This is an optimization exercise on Yosys and OpenROAD, whose aim is small area, not a production implementation.
Where RTL was checked, it was by simulation tests only, not by an equivalence proof against the original.

==> 12-04: inputs <==
Design tv80s, start of the top module:
module tv80s
#(
    parameter Mode    = 0,   
    parameter T2Write = 1,   
    parameter IOWait  = 1    
)
(
    input         reset_n, 
    input         clk, 
    input         cen,       
    input         wait_n, 
    input         int_n, 
    input         nmi_n, 
    input         busrq_n, 
    output        busak_n, 
    output        m1_n, 
    output        mreq_n, 
    output        iorq_n, 
    output        rd_n, 
    output        wr_n, 
    output        rfsh_n, 
    output        halt_n, 
    output [15:0] A, 
    input  [7:0]  di,
    output [7:0]  dout
);
Settings: LEC_CHECK=0, CAP_MARGIN=20, CORE_MARGIN=2, CORE_UTILIZATION=40, SLEW_MARGIN=20; clock period 10.0 ns.
standard.sh (not shown) runs the stock make flow with config.mk's settings and CLKGATE_MAP_FILE= SYNTH_SCRIPT=/design/flow/synth_recipe.tcl, a recipe that flattens the netlist after the stock synthesis.
==> flow/flow/run.sh <==
#!/bin/bash
# ORFS flow (the standard.sh) with:
#  - an area-oriented ABC script (deepsyn + area-recovering mapping) in place
#    of ORFS's speed script; OpenROAD repairs timing as usual afterwards,
#  - the buffers that timing-driven global placement inserts removed again
#    right after it (repair_design / repair_timing add back what is needed),
#    with a 0.15 ns setup margin for repair_timing,
#  - CTS without dummy loads and with larger sink clusters,
#  - port buffers from the smallest buffer cell,
#  - a higher placement density.
set -euo pipefail
rm -rf scripts_local
cp -r "$FLOW_HOME/scripts" scripts_local
cp flow/abc_map.script scripts_local/abc_speed.script
bash standard.sh SCRIPTS_DIR="$PWD/scripts_local" \
  "CTS_ARGS=-sink_clustering_enable -repair_clock_nets -dont_use_dummy_load -sink_clustering_size 24 -sink_clustering_max_diameter 80" \
  "BUFFER_PORTS_ARGS=-buffer_cell sky130_fd_sc_hd__buf_1" \
  PLACE_DENSITY=0.75 \
  POST_GLOBAL_PLACE_TCL="$PWD/flow/post_gpl.tcl" \
  SETUP_SLACK_MARGIN=0.15 \
  finish > standard.log 2>&1
==> flow/flow/abc_map.script <==
&get -n
&st
&deepsyn -J 20
&dch
&nf -R 1000
&put
topo
stime -c
==> flow/flow/post_gpl.tcl <==
# Drop the buffers that timing-driven global placement added (instances named
# place*): each buffer's loads are moved back to its input net. repair_design
# and repair_timing later add back only the buffers that are needed.
set block [ord::get_db_block]
set n 0
foreach inst [$block getInsts] {
  if {![string match "place*" [$inst getName]]} { continue }
  set master [$inst getMaster]
  if {![string match "sky130_fd_sc_hd__buf_*" [$master getName]]} { continue }
  set in_net [[$inst findITerm A] getNet]
  set out_net [[$inst findITerm X] getNet]
  if {$in_net == "NULL" || $out_net == "NULL"} { continue }
  if {[llength [$out_net getBTerms]] > 0} { continue }
  foreach it [$out_net getITerms] {
    if {[$it getInst] == $inst} { continue }
    $it disconnect
    $it connect $in_net
  }
  odb::dbInst_destroy $inst
  odb::dbNet_destroy $out_net
  incr n
}
puts "post-gpl: removed $n placement buffers"
==> 05-25: changes against 12-04 <==
--- a/flow/design.v
+++ b/flow/design.v
@@ -2496,15 +2496,20 @@
   reg           id_w_r;          
   reg           id_dir_r;        
   reg           id_z_r;          
   reg           id_sp_r;         
   reg [2:0]     RegAddrA_r_d;
-  wire          f_rr = (ISet == 2'b00) & (IR[7:6] == 2'b00) & (IR[2:0] == 3'b011) & (IR[5:4] != 2'b11);  
-  wire          f_bc = (ISet == 2'b10) & (IR[7:5] == 3'b101) & (IR[2:1] == 2'b00);   
+  wire [7:0]    IR_nx = (IntCycle & (IStatus == 2'b01)) ? 8'hFF :
+                        (Halt_FF | (IntCycle & (IStatus == 2'b10)) | NMICycle) ? 8'h00 : dinst;
+  wire [1:0]    ISet_nx = ((Prefix == 2'b01) | (Prefix == 2'b10)) ? Prefix : 2'b00;
+  wire [1:0]    XY_nx = (Prefix == 2'b11) ? (IR[5] ? 2'b10 : 2'b01) :
+                        (Prefix == 2'b01) ? XY_State : 2'b00;
+  wire          f_rr = (ISet_nx == 2'b00) & (IR_nx[7:6] == 2'b00) & (IR_nx[2:0] == 3'b011) & (IR_nx[5:4] != 2'b11);  
+  wire          f_bc = (ISet_nx == 2'b10) & (IR_nx[7:5] == 3'b101) & (IR_nx[2:1] == 2'b00);   
   wire          f_w  = f_rr | f_bc;                       
-  wire [1:0]    f_pair = f_rr ? IR[5:4] : 2'b00;
-  wire          f_dir = f_rr ? IR[3] : 1'b1;
+  wire [1:0]    f_pair = f_rr ? IR_nx[5:4] : 2'b00;
+  wire          f_dir = f_rr ? IR_nx[3] : 1'b1;
   wire          f_z  = f_w & (f_pair == 2'b00);            
   wire          m1t3 = tstate[3] & mcycle[0];
   reg [15:0]    ID16;
   reg [7:0]     Save_Mux;
   reg [2:0]     ts_b;
@@ -2541,11 +2546,10 @@
   reg           Arith16_r;
   reg           Z16_r;
   reg [3:0]     ALU_Op_r;
   reg           Save_ALU_r;
   reg           PreserveC_r;
-  reg [2:0]     mcycles;
   wire [2:0]    mcycles_d;
   wire [2:0]    tstates;
   reg           IntCycle;
   reg           NMICycle;
   wire          Inc_PC;
@@ -2724,11 +2728,11 @@
       endcase
     end
   endfunction
   always @*
     begin
-      case (mcycles)
+      case (mcycles_d)
         1 : last_mcycle = mcycle[0];
         2 : last_mcycle = mcycle[1];
         3 : last_mcycle = mcycle[2];
         4 : last_mcycle = mcycle[3];
         5 : last_mcycle = mcycle[4];
@@ -2806,12 +2810,19 @@
                      ({8{a_pc}}  & PC[7:0])        |
                      ({8{a_io}}  & DI_Reg)         |
                      ({8{a_sp}}  & SP[7:0])        |
                      ({8{a_inc}} & TmpAddr_inc[7:0]);
     end
-  assign RegSelC = (T_Res & a_c) |
-                   (LDSPHL & ~(mcycle[0] & (tstate[1] | tstate[2] | tstate[3]))) |
+  reg a_c_r, ldsphl_r;
+  always @ (posedge clk)
+    if (ClkEn)
+      begin
+        a_c_r    <= a_c;
+        ldsphl_r <= LDSPHL;
+      end
+  assign RegSelC = (a_c_r & ~(tstate[2] | (tstate[3] & mcycle[0]))) |
+                   (ldsphl_r & ~(mcycle[0] & (tstate[1] | tstate[2] | tstate[3]))) |
                    (tstate[3] & mcycle[5]);
   always @ (posedge clk or negedge reset_n)
     begin
       if (reset_n == 1'b0 ) 
         begin
@@ -2820,11 +2831,10 @@
           TmpAddr <= 0;
           IR <= 8'b00000000;
           ISet <= 2'b00;
           XY_State <= 2'b00;
           IStatus <= 2'b00;
-          mcycles <= 3'b000;
           dout <= 8'b00000000;
           ACC <= 8'hFF;
           F <= 8'hFF;
           Ap <= 8'hFF;
           Fp <= 8'hFF;
@@ -2845,11 +2855,10 @@
           if (ClkEn == 1'b1 ) 
             begin
               ALU_Op_r <= 4'b0000;
               Save_ALU_r <= 1'b0;
               Read_To_Reg_r <= 5'b00000;
-              mcycles <= mcycles_d;
               if (IMode != 2'b11 ) 
                 begin
                   IStatus <= IMode;
                 end
               Arith16_r <= Arith16;
@@ -3138,20 +3147,36 @@
   always @ (posedge clk)
     begin
       if (ClkEn == 1'b1 ) 
         begin
           RegAddrA_r <= RegAddrA_r_d;
-          if (XY_State == 2'b00)
-            id_addr_r <= { Alternate, IncDec_16[1:0] };
-          else if (IncDec_16[1:0] == 2'b10)
-            id_addr_r <= { XY_State[1], 2'b11 };
+          if (mcycle[0] & tstate[2] & wait_n)
+            begin
+              if (XY_nx == 2'b00)
+                id_addr_r <= { Alternate, f_pair };
+              else if (f_pair == 2'b10)
+                id_addr_r <= { XY_nx[1], 2'b11 };
+              else
+                id_addr_r <= RegAddrA_r_d;
+              id_w_r   <= f_w;
+              id_dir_r <= f_dir;
+              id_z_r   <= f_z;
+              id_sp_r  <= 1'b0;
+            end
           else
-            id_addr_r <= RegAddrA_r_d;
-          id_w_r   <= IncDec_16[2] & (IncDec_16[1:0] != 2'b11);
-          id_dir_r <= IncDec_16[3];
-          id_z_r   <= (IncDec_16[2:0] == 3'b100);
-          id_sp_r  <= (IncDec_16[1:0] == 2'b11);
+            begin
+              if (XY_State == 2'b00)
+                id_addr_r <= { Alternate, IncDec_16[1:0] };
+              else if (IncDec_16[1:0] == 2'b10)
+                id_addr_r <= { XY_State[1], 2'b11 };
+              else
+                id_addr_r <= RegAddrA_r_d;
+              id_w_r   <= IncDec_16[2] & (IncDec_16[1:0] != 2'b11);
+              id_dir_r <= IncDec_16[3];
+              id_z_r   <= (IncDec_16[2:0] == 3'b100);
+              id_sp_r  <= (IncDec_16[1:0] == 2'b11);
+            end
           RegAddrB_r <= { Alternate, Set_BusB_To[2:1] };
           if (XY_Ind == 1'b0 && XY_State != 2'b00 && Set_BusB_To[2:1] == 2'b10 ) 
             begin
               RegAddrB_r <= { XY_State[1],  2'b11 };
             end
@@ -3166,13 +3191,13 @@
             end
           if (I_DJNZ == 1'b1 && Save_ALU_r == 1'b1 && Mode < 2 ) 
             begin
               IncDecZ <= F_Out[Flag_Z];
             end
-          if ((tstate[2] & id_z_r) | (m1t3 & f_z))
+          if ((tstate[2] | m1t3) & id_z_r)
             begin
-              if (RegBusA == ((tstate[2] ? id_dir_r : f_dir) ? 16'h0001 : 16'hFFFF) ) 
+              if (RegBusA == (id_dir_r ? 16'h0001 : 16'hFFFF) ) 
                 begin
                   IncDecZ <= 1'b0;
                 end 
               else 
                 begin
@@ -3191,16 +3216,12 @@
   always @*
     begin
       RegAddrA_r_d = { Alternate, Set_BusA_To[2:1] };
       if (XY_Ind == 1'b0 && XY_State != 2'b00 && Set_BusA_To[2:1] == 2'b10 )
         RegAddrA_r_d = { XY_State[1],  2'b11 };
-      if (tstate[2])
+      if (tstate[2] | m1t3)
         RegAddrA = id_addr_r;
-      else if (m1t3 & f_w & (XY_State == 2'b00))
-        RegAddrA = { Alternate, f_pair };
-      else if (m1t3 & f_w & (f_pair == 2'b10))
-        RegAddrA = { XY_State[1], 2'b11 };
       else
         RegAddrA = RegAddrA_r;
       RegAddrB = BusA_steal ? RegAddrA_r : RegAddrB_r;
     end  
   always @*
@@ -3217,21 +3238,21 @@
                 RegWEL = Read_To_Reg_r[0];
               end  
             default : ;
           endcase  
         end  
-      if ((tstate[2] & wait_n & ~mcycle[0] & id_w_r) | (m1t3 & f_w))
+      if (((tstate[2] & wait_n & ~mcycle[0]) | m1t3) & id_w_r)
         begin
           RegWEH = 1'b1;
           RegWEL = 1'b1;
         end
     end  
   always @*
     begin
       RegDIH = Save_Mux;
       RegDIL = Save_Mux;
-      if ((tstate[2] & ~mcycle[0] & id_w_r) | (m1t3 & f_w))
+      if (((tstate[2] & ~mcycle[0]) | m1t3) & id_w_r)
         begin
           RegDIH = ID16[15:8];
           RegDIL = ID16[7:0];
         end
     end
@@ -3513,15 +3534,10 @@
       if (tstate[3] & mcycle[5])
         begin
           SP16_A = RegBusA;
           SP16_B = DI_Reg;
         end
-      else if (m1t3)
-        begin
-          SP16_A = RegBusA;
-          SP16_B = f_dir ? 8'hFF : 8'h01;
-        end
       else
         begin
           SP16_A = id_sp_r ? SP : RegBusA;
           SP16_B = id_dir_r ? 8'hFF : 8'h01;
         end
==> flow/flow/run.sh (replaced) <==
#!/bin/bash
# ORFS flow (the standard.sh) with:
#  - an area-oriented ABC script (deepsyn + area-recovering mapping) in place
#    of ORFS's speed script; OpenROAD repairs timing as usual afterwards,
#  - the buffers that timing-driven global placement inserts removed again
#    right after it (repair_design / repair_timing add back what is needed),
#    with a 0.15 ns setup margin for repair_timing, and a slightly
#    pessimistic wire RC for the repair after global routing,
#  - CTS without dummy loads, with clkbuf_8 leaf buffers,
#  - port buffers from the smallest buffer cell,
#  - a higher placement density.
set -euo pipefail
rm -rf scripts_local
cp -r "$FLOW_HOME/scripts" scripts_local
cp flow/abc_map.script scripts_local/abc_speed.script
bash standard.sh SCRIPTS_DIR="$PWD/scripts_local" \
  "CTS_ARGS=-sink_clustering_enable -repair_clock_nets -dont_use_dummy_load -sink_clustering_size 16 -sink_clustering_max_diameter 60 -buf_list sky130_fd_sc_hd__clkbuf_8 -root_buf sky130_fd_sc_hd__clkbuf_16" \
  "BUFFER_PORTS_ARGS=-buffer_cell sky130_fd_sc_hd__buf_1" \
  PLACE_DENSITY=0.75 \
  POST_GLOBAL_PLACE_TCL="$PWD/flow/post_gpl.tcl" \
  SETUP_SLACK_MARGIN=0.15 \
  PRE_GLOBAL_ROUTE_TCL="$PWD/flow/pre_grt.tcl" \
  finish > standard.log 2>&1
==> flow/flow/abc_map.script (replaced) <==
&get -n
&st
&deepsyn -J 20
&dch
&nf -R 1000 -C 32 -F 10 -A 10
&put
topo
stime -c
==> flow/flow/pre_grt.tcl (new file) <==
# Make the global-route parasitic estimate more pessimistic than the
# platform's (wires 10% more resistive and capacitive), so that the timing
# repair after global routing leaves margin for detailed routing.
set rc_scale 1.1
foreach {layer c r} {
  li1  1.499e-04   7.176e-02
  met1 1.72375E-04 8.929e-04
  met2 1.36233E-04 8.929e-04
  met3 2.14962E-04 1.567e-04
  met4 1.48128E-04 1.567e-04
  met5 1.54087E-04 1.781e-05
} {
  set_layer_rc -layer $layer -capacitance [expr {$c * $rc_scale}] -resistance [expr {$r * $rc_scale}]
}
set_wire_rc -signal -layer met1
set_wire_rc -clock -layer met3
puts "pre-grt: layer RC scaled by $rc_scale"
==> comparison <==
Against 05-25, the synthesized cell count of 12-04 is higher by about 0.37%. In 05-25 the sequential cell count is lower than in 12-04, by 1. In 12-04 the first-iteration DRC count is smaller than in 05-25, by 2.1%.
Only the layout flow was run in 12-04; the RTL was not checked for function there.


==> job 756: inputs <==
Another version of the RTL of tv80s (not shown whole).
clock: 10.0 ns
lec_check: 0
cap_margin: 20
core_margin: 2
core_utilization: 40
slew_margin: 20
run.sh (not shown) runs the stock make flow with config.mk's settings and CLKGATE_MAP_FILE= SYNTH_SCRIPT=/design/flow/synth_recipe.tcl, a recipe that flattens the netlist after the stock synthesis.
Stock flow here: none of the scripts above is used.
==> job 5170: changes against job 756 <==
--- a/flow/design.v
+++ b/flow/design.v
@@ -1,9 +1,10 @@
+`timescale 1ps / 1ps
 module tv80_reg ( 
   DOBH, DOAL, DOCL, DOBL, DOCH, DOAH, 
-  AddrC, AddrA, AddrB, DIH, DIL, clk, CEN, WEH, WEL, DHswap
+  AddrC, AddrA, AddrB, DIH, DIL, clk, CEN, WEH, WEL
   );
     input  [2:0] AddrC;
     output [7:0] DOBH;
     input  [2:0] AddrA;
     input  [2:0] AddrB;
     input  [7:0] DIH;
@@ -11,62 +12,36 @@
     output [7:0] DOCL;
     input  [7:0] DIL;
     output [7:0] DOBL;
     output [7:0] DOCH;
     output [7:0] DOAH;
     input  clk, CEN, WEH, WEL;
-    input  [1:0] DHswap;
-  function [2:0] phys;
-    input [2:0] a;
-    input [1:0] sw;
-    begin
-      phys = a;
-      if ((a[1:0] == 2'b01 || a[1:0] == 2'b10) && sw[a[2]])
-        phys[1:0] = ~a[1:0];
-    end
-  endfunction
-  wire [2:0] pA = phys(AddrA, DHswap);
-  wire [2:0] pB = phys(AddrB, DHswap);
-  wire [2:0] pC = phys(AddrC, DHswap);
   reg [7:0] RegsH [0:7];
   reg [7:0] RegsL [0:7];
-  integer i;
   always @(posedge clk)
     begin
       if (CEN)
         begin
-          for (i = 0; i < 8; i = i + 1) begin
-            if (WEH && pA == i) RegsH[i] <= DIH;
-            if (WEL && pA == i) RegsL[i] <= DIL;
-          end
+          if (WEH) RegsH[AddrA] <= DIH;
+          if (WEL) RegsL[AddrA] <= DIL;
         end
     end
-  reg [7:0] sa, sb, sc;
-  reg [7:0] ah, al, bh, bl, ch, cl;
-  always @* begin
-    for (i = 0; i < 8; i = i + 1) begin
-      sa[i] = (pA == i);
-      sb[i] = (pB == i);
-      sc[i] = (pC == i);
-    end
-    ah = 0; al = 0; bh = 0; bl = 0; ch = 0; cl = 0;
-    for (i = 0; i < 8; i = i + 1) begin
-      ah = ah | ({8{sa[i]}} & RegsH[i]);
-      al = al | ({8{sa[i]}} & RegsL[i]);
-      bh = bh | ({8{sb[i]}} & RegsH[i]);
-      bl = bl | ({8{sb[i]}} & RegsL[i]);
-      ch = ch | ({8{sc[i]}} & RegsH[i]);
-      cl = cl | ({8{sc[i]}} & RegsL[i]);
-    end
-  end
-  assign DOAH = ah;
-  assign DOAL = al;
-  assign DOBH = bh;
-  assign DOBL = bl;
-  assign DOCH = ch;
-  assign DOCL = cl;
+  assign DOAH = RegsH[AddrA];
+  assign DOAL = RegsL[AddrA];
+  assign DOBH = RegsH[AddrB];
+  assign DOBL = RegsL[AddrB];
+  assign DOCH = RegsH[AddrC];
+  assign DOCL = RegsL[AddrC];
+  wire [7:0] B = RegsH[0];
+  wire [7:0] C = RegsL[0];
+  wire [7:0] D = RegsH[1];
+  wire [7:0] E = RegsL[1];
+  wire [7:0] H = RegsH[2];
+  wire [7:0] L = RegsL[2];
+  wire [15:0] IX = { RegsH[3], RegsL[3] };
+  wire [15:0] IY = { RegsH[7], RegsL[7] };
 endmodule
 `timescale 1ps / 1ps
 module tv80_alu ( 
   Q, F_Out, 
   Arith16, Z16, ALU_Op, IR, ISet, BusA, BusB, F_In
   );
@@ -122,13 +97,13 @@
   reg Carry7_v;
   reg OverFlow_v;
   reg HalfCarry_v;
   reg Carry_v;
   reg [7:0] Q_v;
   reg [7:0] BitMask;
-  always @*
+  always @( ALU_Op or BusA or BusB or F_In or IR)
     begin
       case (IR[5:3])
         3'b000 : BitMask = 8'b00000001;
         3'b001 : BitMask = 8'b00000010;
         3'b010 : BitMask = 8'b00000100; 
         3'b011 : BitMask = 8'b00001000; 
@@ -142,13 +117,15 @@
       { Carry7_v, Q_v[6:4]  } = AddSub3(BusA[6:4], BusB[6:4], ALU_Op[1], HalfCarry_v);
       { Carry_v, Q_v[7] } = AddSub1(BusA[7], BusB[7], ALU_Op[1], Carry7_v);
       OverFlow_v = Carry_v ^ Carry7_v;
     end  
   reg [7:0] Q_t;
   reg [8:0] DAA_Q;
-  always @*
+  always @ ( ALU_Op or Arith16 or BitMask or BusA or BusB
+	    or Carry_v or F_In or HalfCarry_v or IR or ISet
+	    or OverFlow_v or Q_v or Z16)
     begin
       Q_t = 8'hxx;
       DAA_Q = {9{1'bx}};
       F_Out = F_In;
       case (ALU_Op)
 	4'b0000, 4'b0001,  4'b0010, 4'b0011, 4'b0100, 4'b0101, 4'b0110, 4'b0111 :
@@ -577,13 +554,14 @@
         end
     end
   endfunction  
   reg [2:0] DDD;
   reg [2:0] SSS;
   reg [1:0] DPAIR;
-  always @*
+  always @ ( F or IR or ISet or IntCycle or MCycle
+            or NMICycle)
     begin
       DDD = IR[5:3];
       SSS = IR[2:0];
       DPAIR = IR[5:4];
       MCycles = 3'b001;
       if (MCycle[0] ) 
@@ -2679,13 +2657,13 @@
   reg           RegWEH;
   reg           RegWEL;
   reg           Alternate;
   reg [15:0]    TmpAddr;         
   reg [7:0]     IR;              
   reg [1:0]     ISet;            
-  reg [1:0]     DHswap;          
+  reg [15:0]    RegBusA_r;
   reg [15:0]    ID16;
   reg [7:0]     Save_Mux;
   reg [6:0]     tstate;
   reg [6:0]     mcycle;
   reg           last_mcycle, last_tstate;
   reg           IntE_FF1;
@@ -2866,13 +2844,13 @@
         7'b000001z : mcyc_to_number = 3'h2;
         7'b0000001 : mcyc_to_number = 3'h1;
         default : mcyc_to_number = 3'h1;
       endcase
     end
   endfunction
-  always @*
+  always @( mcycle or mcycles or tstate or tstates)
     begin
       case (mcycles)
         1 : last_mcycle = mcycle[0];
         2 : last_mcycle = mcycle[1];
         3 : last_mcycle = mcycle[2];
         4 : last_mcycle = mcycle[3];
@@ -2889,13 +2867,15 @@
         4 : last_tstate = tstate[4];
         5 : last_tstate = tstate[5];
         6 : last_tstate = tstate[6];
         default : last_tstate = 1'bx;
       endcase
     end  
-  always @*
+  always @( ALU_Q or BusAck or BusB or DI_Reg
+	   or ExchangeRp or IR or Save_ALU_r or Set_Addr_To or XY_Ind
+	   or XY_State or cen or last_tstate or mcycle)
     begin
       ClkEn = cen && ~ BusAck;
       if (last_tstate)
         T_Res = 1'b1;
       else T_Res = 1'b0;
       if (XY_State != 2'b00 && XY_Ind == 1'b0 &&
@@ -3362,26 +3342,26 @@
           if (I_DJNZ == 1'b1 && Save_ALU_r == 1'b1 && Mode < 2 ) 
             begin
               IncDecZ <= F_Out[Flag_Z];
             end
           if ((tstate[2] || (tstate[3] && mcycle[0])) && IncDec_16[2:0] == 3'b100 ) 
             begin
-              if (RegBusA == (IncDec_16[3] ? 16'h0001 : 16'hFFFF) ) 
+              if (ID16 == 0 ) 
                 begin
                   IncDecZ <= 1'b0;
                 end 
               else 
                 begin
                   IncDecZ <= 1'b1;
                 end
             end
-          if (ExchangeDH == 1'b1 && tstate[4])
-            DHswap[Alternate] <= ~DHswap[Alternate];
+          RegBusA_r <= RegBusA;
         end
     end  
-  always @*
+  always @( Alternate or ExchangeDH or IncDec_16
+	   or RegAddrA_r or RegAddrB_r or XY_State or mcycle or tstate)
     begin
       if ((tstate[2] || (tstate[3] && mcycle[0] && IncDec_16[2] == 1'b1)) && XY_State == 2'b00)
         RegAddrA = { Alternate, IncDec_16[1:0] };
       else if ((tstate[2] || (tstate[3] && mcycle[0] && IncDec_16[2] == 1'b1)) && IncDec_16[1:0] == 2'b10)
         RegAddrA = { XY_State[1], 2'b11 };
       else if (ExchangeDH == 1'b1 && tstate[3])
@@ -3392,13 +3372,15 @@
         RegAddrA = RegAddrA_r;
       if (ExchangeDH == 1'b1 && tstate[3])
         RegAddrB = { Alternate, 2'b01 };
       else
         RegAddrB = RegAddrB_r;
     end  
-  always @*
+  always @( ALU_Op_r or Auto_Wait_t1 or ExchangeDH
+	   or IncDec_16 or Read_To_Reg_r or Save_ALU_r or mcycle
+	   or tstate or wait_n)
     begin
       RegWEH = 1'b0;
       RegWEL = 1'b0;
       if ((tstate[1] && ~Save_ALU_r && ~Auto_Wait_t1) ||
           (Save_ALU_r && (ALU_Op_r != 4'b0111)) ) 
         begin
@@ -3408,39 +3390,54 @@
                 RegWEH = ~ Read_To_Reg_r[0];
                 RegWEL = Read_To_Reg_r[0];
               end  
             default : ;
           endcase  
         end  
+      if (ExchangeDH && (tstate[3] || tstate[4]) ) 
+        begin
+          RegWEH = 1'b1;
+          RegWEL = 1'b1;
+        end
       if (IncDec_16[2] && ((tstate[2] && wait_n && ~mcycle[0]) || (tstate[3] && mcycle[0])) ) 
         begin
           case (IncDec_16[1:0])
             2'b00 , 2'b01 , 2'b10 :
               begin
                 RegWEH = 1'b1;
                 RegWEL = 1'b1;
               end  
             default : ;
           endcase
         end
     end  
-  always @*
+  always @( ExchangeDH or ID16 or IncDec_16 or RegBusA_r
+	   or RegBusB or Save_Mux or mcycle or tstate)
     begin
       RegDIH = Save_Mux;
       RegDIL = Save_Mux;
-      if (IncDec_16[2] == 1'b1 && ((tstate[2] && ~mcycle[0]) || (tstate[3] && mcycle[0])) ) 
+      if (ExchangeDH == 1'b1 && tstate[3] ) 
+        begin
+          RegDIH = RegBusB[15:8];
+          RegDIL = RegBusB[7:0];
+        end
+      else if (ExchangeDH == 1'b1 && tstate[4] ) 
+        begin
+          RegDIH = RegBusA_r[15:8];
+          RegDIL = RegBusA_r[7:0];
+        end
+      else if (IncDec_16[2] == 1'b1 && ((tstate[2] && ~mcycle[0]) || (tstate[3] && mcycle[0])) ) 
         begin
           RegDIH = ID16[15:8];
           RegDIL = ID16[7:0];
         end
     end
   tv80_reg i_reg
     (
      .clk                  (clk),
      .CEN                  (ClkEn),
-     .DHswap               (DHswap),
      .WEH                  (RegWEH),
      .WEL                  (RegWEL),
      .AddrA                (RegAddrA),
      .AddrB                (RegAddrB),
      .AddrC                (RegAddrC),
      .DIH                  (RegDIH),
@@ -3514,13 +3511,14 @@
             default :
               BusA <=  8'h0;
           endcase
         end
     end
   assign rfsh_n = 1'b1;
-  always @*
+  always @( BusAck or Halt_FF or I_DJNZ or IntCycle
+	   or IntE_FF1 or di or iorq_i or mcycle or tstate)
     begin
       mc = mcycle;
       ts = tstate;
       DI_Reg = di;
       halt_n = ~ Halt_FF;
       busak_n = ~ BusAck;
@@ -3693,13 +3691,14 @@
                 begin
                   m1_n <= 1'b0;
                 end
             end
         end
     end
-  always @*
+  always @( BTR_r or DI_Reg or IncDec_16 or JumpE or PC
+	   or RegBusA or RegBusC or SP or tstate)
     begin
       if (JumpE == 1'b1 ) 
         begin
           PC16_B = { {8{DI_Reg[7]}}, DI_Reg };
         end 
       else if (BTR_r == 1'b1 ) 
@@ -3728,13 +3727,13 @@
       else
         ID16_B = 1;
       ID16 = RegBusA + ID16_B;
       PC16 = PC + PC16_B;
       SP16 = SP16_A + SP16_B;
     end  
-  always @*
+  always @( IntCycle or NMICycle or mcycle)
     begin
       Auto_Wait = 1'b0;
       if (IntCycle == 1'b1 || NMICycle == 1'b1 ) 
         begin
           if (mcycle[0] ) 
             begin
CORE_UTILIZATION = 65   (was 40)
CTS_BUF_LIST = sky130_fd_sc_hd__clkbuf_4 sky130_fd_sc_hd__clkbuf_8   (was not set)
GPL_TIMING_DRIVEN = 0   (was not set)
==> comparison <==
- Job 5170 died in global routing (5_1_grt) (GRT-0116). Job 756 completed without violations.
- Synthesized cell count: job 5170 is higher than job 756 (about 2.6%).
- Area after synthesis: job 5170 is higher than job 756 (3.4%).
For job 756, only the layout was checked, not whether the RTL still works.

port drivers added, routing unchanged:
No port has a modelled driver above. Below, the same layouts with a new extraction and two added sets of constraints.
Step 1 assumes that a clkbuf_16 drives the clock port and a buf_2 every other input.
Step 2, shift: input delay + t, output delay - t, t = (earliest + latest rising clock arrival at the registers) / 2. This alone moves slack from input paths to output paths.
a / b / c = ideal / step 1 / step 2; a / b = the first two.
run	shift t [ns]	setup slack, ns	worst hold slack (ns)	clock arrival spread, ns	worst data-port slew with drivers (ns)
12-04	0.632	0.426 / 0.426 / 0.426	0.481 / 0.481 / 0.481	0.071 / 0.070	0.08
05-25	0.599	0.809 / 0.809 / 0.809	0.488 / 0.488 / 0.488	0.084 / 0.083	0.12
job 756	0.665	0.611 / 0.611 / 0.611	0.482 / 0.482 / 0.482	0.046 / 0.045	0.09
After both steps every run listed still meets setup and hold.
